What follows belongs to an exercise in optimizing a design on an open flow for small area, a short achievable clock period and few clock cycles per item; a production flow would make more cautious choices.
At most, simulation tests tie the RTL to the original design; equivalence was not proved.
Power and IR drop assume default switching activity.

==> flow/design.v (excerpt) <==
module deinterlacer_v2 (
	clock,
	reset,
	dout_data,
	dout_ready,
	dout_valid,
	dout_startofpacket,
	dout_endofpacket,
	din_data,
	din_ready,
	din_valid,
	din_startofpacket,
	din_endofpacket
);
Size: about 1400 cells after synthesis, roughly 830 flip-flops, ~58 I/O pins, ~21000 µm² of cells after synthesis.
export LEC_CHECK = 0
export ABC_CLOCK_PERIOD_IN_PS = 2500
export CAP_MARGIN = 20
export CORE_MARGIN = 2
export CORE_UTILIZATION = 60
export PLACE_DENSITY = 0.8
export SLEW_MARGIN = 20
create_clock -name core_clock -period 8.0 [get_ports {clock}]
standard.sh (not shown) runs the stock make flow with config.mk's settings and CLKGATE_MAP_FILE= SYNTH_SCRIPT=/design/flow/synth_recipe.tcl, a recipe that flattens the netlist after the stock synthesis.
==> flow/flow/run.sh <==
#!/bin/bash
# Standard layout with these changes in how it is made:
#  - the synthesized netlist's combinational cells start at their smallest
#    drive strength (repair sizes up what timing needs);
#  - plain buffers on the ports;
#  - flip-flops that drive output ports are placed at their port buffers;
#  - no CTS dummy loads, larger clock sink clusters;
set -euo pipefail
export SETUP_SLACK_MARGIN=5.25
export BUFFER_PORTS_ARGS="-buffer_cell sky130_fd_sc_hd__buf_2"
export PRE_DETAIL_PLACE_TCL="$PWD/flow/move_oflops.tcl"
export CTS_ARGS="-sink_clustering_enable -repair_clock_nets -dont_use_dummy_load -sink_clustering_size 20 -sink_clustering_max_diameter 60 -sink_buffer_max_cap_derate 0.2 -buf_list {sky130_fd_sc_hd__clkbuf_8 sky130_fd_sc_hd__clkbuf_16} -root_buf sky130_fd_sc_hd__clkbuf_16 -tree_buf sky130_fd_sc_hd__clkbuf_16 -sink_clustering_buffer sky130_fd_sc_hd__clkbuf_8"
R=orfs/results/sky130hd/deinterlacer_v2/base
bash standard.sh synth > synth.log 2>&1
python3 flow/downsize.py "$FLOW_HOME/platforms/sky130hd/lib/sky130_fd_sc_hd__tt_025C_1v80.lib" "$R/1_2_yosys.v" > downsize.log 2>&1
rm -f "$R/1_synth.odb" "$R/1_synth.sdc"
bash standard.sh > standard.log 2>&1
Other scripts of this flow, unchanged in this note and not shown: flow/flow/downsize.py, flow/flow/move_oflops.tcl
Then changed:
--- a/flow/design.v
+++ b/flow/design.v
@@ -26,40 +26,39 @@
 input  logic          din_valid;
 input  logic          din_startofpacket;
 input  logic          din_endofpacket;
 localparam [2:0] S_C0 = 3'd0, S_C1 = 3'd1, S_C2 = 3'd2, S_C3 = 3'd3,
                  S_HDR = 3'd4, S_PIX = 3'd5;
 logic [2:0] ss;                     
 localparam [2:0] O_IDLE = 3'd0, O_B1 = 3'd1, O_B2 = 3'd2, O_B3 = 3'd3,
                  O_VHDR = 3'd4, O_PIX = 3'd5;
 logic [2:0] so;                     
 logic [4:0]  wm1;                   
-logic [4:0]  lsel_n;                
 logic        wsel;                  
 logic        oact;                  
 logic        ahead;                 
 logic        wfull;                 
 logic        copy1;                 
 logic        lastline;              
 logic [4:0]  wp, op;                
 logic [4:0]  k;                     
 logic [DW-1:0]    r0;
 logic [16*DW-1:0] s16;
 logic [8*DW-1:0]  s8;               
 logic [4*DW-1:0]  s4;
 logic [2*DW-1:0]  s2;               
 logic [DW-1:0]    s1;
-wire  [DW-1:0] o16_n = ~(!lsel_n[4] ? s16[16*DW-1 -: DW] : r0);
-wire  [DW-1:0] o8    = ~(!lsel_n[3] ? s8[8*DW-1 -: DW]   : o16_n);
-wire  [DW-1:0] o4_n  = ~(!lsel_n[2] ? s4[4*DW-1 -: DW]   : o8);
-wire  [DW-1:0] o2    = ~(!lsel_n[1] ? s2[2*DW-1 -: DW]   : o4_n);
-wire  [DW-1:0] tap_n = ~(!lsel_n[0] ? s1                 : o2);
+wire  [DW-1:0] o16_n = ~(wm1[4] ? s16[16*DW-1 -: DW] : r0);
+wire  [DW-1:0] o8    = ~(wm1[3] ? s8[8*DW-1 -: DW]   : o16_n);
+wire  [DW-1:0] o4_n  = ~(wm1[2] ? s4[4*DW-1 -: DW]   : o8);
+wire  [DW-1:0] o2    = ~(wm1[1] ? s2[2*DW-1 -: DW]   : o4_n);
+wire  [DW-1:0] tap_n = ~(wm1[0] ? s1                 : o2);
 always_ff @(posedge clock) begin : loop
 	r0  <= wsel ? din_data : ~tap_n;
 	s16 <= {s16[15*DW-1:0], r0};
 	s8  <= {s8[7*DW-1:0], o16_n};
 	s4  <= {s4[3*DW-1:0], o8};
 	s2  <= {s2[DW-1:0], o4_n};
 	s1  <= o2;
 end
 wire sink_ctl  = (ss == S_C1) || (ss == S_C2) || (ss == S_C3);
 wire in_fire   = din_valid && (ss == S_C0 || ss == S_HDR || wsel);
@@ -159,30 +158,25 @@
 		wp        <= wp_n;
 		op        <= op_n;
 		k         <= k_n;
 	end
 end
 always_ff @(posedge clock) begin : ready_port
 	din_ready <= drdy_n;
 end
 wire [DW-1:0] cb2 = s16[2*DW-1 -: DW];
 wire [DW-1:0] cb1 = s16[3*DW-1 -: DW];
-wire [4:0] wm1_ctl = 5'd2;
-wire [4:0] wm1_fld = {cb1[16], cb2[3:0]} - 5'd1;
 always_ff @(posedge clock) begin : loop_length
-	if (so == O_IDLE && ctl_ready && can_load) begin
-		wm1  <= wm1_ctl;
-		lsel_n <= ~wm1_ctl;
-	end else if (so == O_B3 && ctl_ready && can_load) begin
-		wm1  <= wm1_fld;
-		lsel_n <= ~wm1_fld;
-	end
+	if (so == O_IDLE && ctl_ready && can_load)
+		wm1 <= 5'd2;
+	else if (so == O_B3 && ctl_ready && can_load)
+		wm1 <= {cb1[16], cb2[3:0]} - 5'd1;
 end
 logic ovalid_n;
 wire  oload  = (so == O_PIX) ? pix_load : (ctl_ready && can_load);
 wire  valid_n = oload || (!ovalid_n && !dout_ready);
 always_ff @(posedge clock or posedge reset) begin : source_ctl
 	if (reset) begin
 		dout_valid <= 0;
 		ovalid_n   <= 1;
 	end else begin
 		dout_valid <= valid_n;
Design area drops by 0.33%.
Clock skew hardly moves.
Die area drops by 0.88%.
Area after synthesis drops by 0.90%.
Sequential cell count drops by 5.
Global-route usage climbs by 0.21 points.
Power hardly moves.
Final cell count drops by 0.99%.
Clock-buffer cell count drops by 3.
Clock power drops by about 3%.
Setup slack improves by 0.046 ns.
Routed wire length climbs by 1.0%.
Worst hold slack stays flat.
Sequential share of layout area drops by 0.15 points.
Testbench counts after the change, summed over its fixed seeds: cycles 15,322, frames 64.
For the first run of this note, only the layout was checked, not whether the RTL still works.

-- static timing again, ports no longer ideal --
In the flow no input, the clock included, has a driving cell. The finished layouts below were timed again as built, in two steps. Step 1 sets driving cells, clkbuf_16 on the clock port and buf_2 on the other inputs (assumed; they add their load-dependent delay and slew). Step 2, shift: input delay + t, output delay - t, t = (earliest + latest rising clock arrival at the registers) / 2. This alone moves slack from input paths to output paths. a / b / c = ideal ports / drivers / drivers and shift; a / b = the first two.
run	t, ns	setup WS [ns]	worst setup path after step 2
the first run	0.575	5.271 / 5.220 / 4.772	input to register
the second run	0.564	5.317 / 5.266 / 4.803	input to register
After both steps every run listed still meets setup and hold. For the second run, which loses most, drivers alone change the setup slack by -0.051 ns; drivers and shift together by -0.514 ns.
